Background: an optimization exercise with open tools, aiming at small area and a short achievable clock period. Do not read the settings as production practice.

== xenon ==
// adaptive_filter
module adaptive_filter(
    input wire clk,
    input wire rst_n,
    input wire [31:0] input_signal,
    input wire [31:0] desired_signal,
    output wire [31:0] filtered_signal
);
reg [15:0] d0, d1, d2, d3, d4, d5, d6;
reg [17:0] t6;       
reg [14:0] q7, t7;   
reg [14:0] e;        
reg [6:0]  es1_, es2_, es3_;  
reg [14:0] cnh;      
reg [30:0] ps, pb;   
reg [30:0] fh;       
reg [3:0]  cnt;      
reg        st;       
assign filtered_signal = {fh, 1'b0};
wire ev = cnt[3] | (cnt[2:0] == 3'd7);
wire [14:0] en = ev ? desired_signal[14:0] - {fh[13:0], 1'b0} : 15'd0;
wire [6:0] en0 = {en[12], en[10], en[8], en[6], en[4], en[2], en[0]};
wire [6:0] en1 = {en[13], en[11], en[9], en[7], en[5], en[3], en[1]};
wire tu_1 = cnh[10] ^ ((es1_[0] & q7[10]) | (es2_[0] & q7[9]) | (es3_[0] & t7[10]));
wire tu_2 = cnh[10] & ((es1_[0] & q7[10]) | (es2_[0] & q7[9]) | (es3_[0] & t7[10]));
wire tu_3 = cnh[11] ^ ((es1_[0] & q7[11]) | (es2_[0] & q7[10]) | (es3_[0] & t7[11])) ^ ((es1_[1] & q7[9]) | (es2_[1] & q7[8]) | (es3_[1] & t7[9]));
wire tu_4 = (cnh[11] & ((es1_[0] & q7[11]) | (es2_[0] & q7[10]) | (es3_[0] & t7[11]))) | (((es1_[1] & q7[9]) | (es2_[1] & q7[8]) | (es3_[1] & t7[9])) & (cnh[11] ^ ((es1_[0] & q7[11]) | (es2_[0] & q7[10]) | (es3_[0] & t7[11]))));
wire tu_5 = cnh[12] ^ ((es1_[0] & q7[12]) | (es2_[0] & q7[11]) | (es3_[0] & t7[12])) ^ ((es1_[1] & q7[10]) | (es2_[1] & q7[9]) | (es3_[1] & t7[10]));
wire tu_6 = (cnh[12] & ((es1_[0] & q7[12]) | (es2_[0] & q7[11]) | (es3_[0] & t7[12]))) | (((es1_[1] & q7[10]) | (es2_[1] & q7[9]) | (es3_[1] & t7[10])) & (cnh[12] ^ ((es1_[0] & q7[12]) | (es2_[0] & q7[11]) | (es3_[0] & t7[12]))));
  ...
For scale: about 98 I/O pins, roughly 0.018 mm2 of cells after synthesis.
export LEC_CHECK = 0
export CAP_MARGIN = 20
export CORE_MARGIN = 2
export CORE_UTILIZATION = 55
export SETUP_SLACK_MARGIN = 3.5
export SLEW_MARGIN = 20
create_clock -name core_clock -period 7.5 [get_ports {clk}]
standard.sh (not shown) runs the stock make flow with config.mk's settings and CLKGATE_MAP_FILE= SYNTH_SCRIPT=/design/flow/synth_recipe.tcl, a recipe that flattens the netlist after the stock synthesis.
==> flow/flow/run.sh <==
#!/bin/bash
# Own layout flow: the standard flow (standard.sh) unchanged, except that
# the synthesis skips the generic 'abc -fast' pass that Yosys's synth runs
# before ORFS extracts full/half adders. Without it, the adder trees written
# in the RTL reach extract_fa as written, and ABC maps the remaining logic
# once, at the end, as in the standard flow. Registers, names and every
# later step are the standard ones.
set -euo pipefail
cd "$(dirname "$0")/.."
sed '1s/.*/proc synth {args} { if {[lsearch -exact $args fine:] >= 0} { yosys synth -nofsm -noshare -noabc {*}$args } else { yosys synth -nofsm -noshare {*}$args } }/' \
  synth_recipe.tcl > own_synth.tcl
head -1 own_synth.tcl > own_synth.head.log
sed 's#synth_recipe\.tcl#own_synth.tcl#g' standard.sh > own_standard.sh
bash own_standard.sh finish > own_flow.log 2>&1
> inputs changed (xenon -> yarrow)
==> flow/flow/run.sh <==
#!/bin/bash
# Own layout flow: the standard flow (standard.sh, standard synthesis)
# with two changes:
# 1. Each input and output port gets a plain sky130_fd_sc_hd__buf_2 as its
#    port buffer (the standard flow picks clkdlybuf4s50_1, a slower and
#    larger delay cell). Every port is still buffered.
# 2. Clock tree synthesis runs with ORFS's usual arguments plus
#    -dont_use_dummy_load (no extra load cells hung on the clock tree).
set -euo pipefail
cd "$(dirname "$0")/.."
sed -e 's#^make \(.*\) "\${@:-finish}"$#make \1 "BUFFER_PORTS_ARGS=-buffer_cell sky130_fd_sc_hd__buf_2" "CTS_ARGS=-sink_clustering_enable -repair_clock_nets -dont_use_dummy_load" "${@:-finish}"#' \
  standard.sh > own_standard.sh
bash own_standard.sh finish > own_flow.log 2>&1
xenon -> yarrow: total number of H-tree levels delta 0, exact match. On fraction of area in multi-input gates, yarrow and xenon are neck and neck. Per the comparison of yarrow with xenon, routed wire length now larger, area occupied by registers comparable, layout multi-input combinational cell count now larger. yarrow vs xenon: number of cells in the finished layout apart from fillers up. Summary — largest clock skew in the final design, yarrow relative to xenon: higher, by 49 ps. Re post-layout minimum cycle time: yarrow is 170 ps down on xenon.
No functional check of the RTL was part of any run of this note.

==> port drivers added, routing unchanged <==
In the flow no input, the clock included, has a driving cell. The finished layouts below were timed again as built, in two steps. Step 1: set_driving_cell puts a clkbuf_16 on clk and a buf_2 on each other input, an assumption about the parent block. Step 2, shift: input delay + t, output delay - t, t = (earliest + latest rising clock arrival at the registers) / 2. This alone moves slack from input paths to output paths. Three values: ideal ports, drivers, drivers and shift; two values: the first two.
run | t (ns) | slack for setup (ns) | worst setup path after step 2 | worst data-port slew with drivers (ns) | pins driven straight from the clock port
xenon | 0.636 | 3.451 / 3.451 / 3.214 | input to register | 0.04 | 1
yarrow | 0.604 | 3.620 / 3.620 / 3.455 | input to register | 0.03 | 1
After both steps every run listed still meets setup and hold. The setup slack of xenon, which loses most, moves by 0.000 ns with the drivers and by -0.237 ns with both steps.
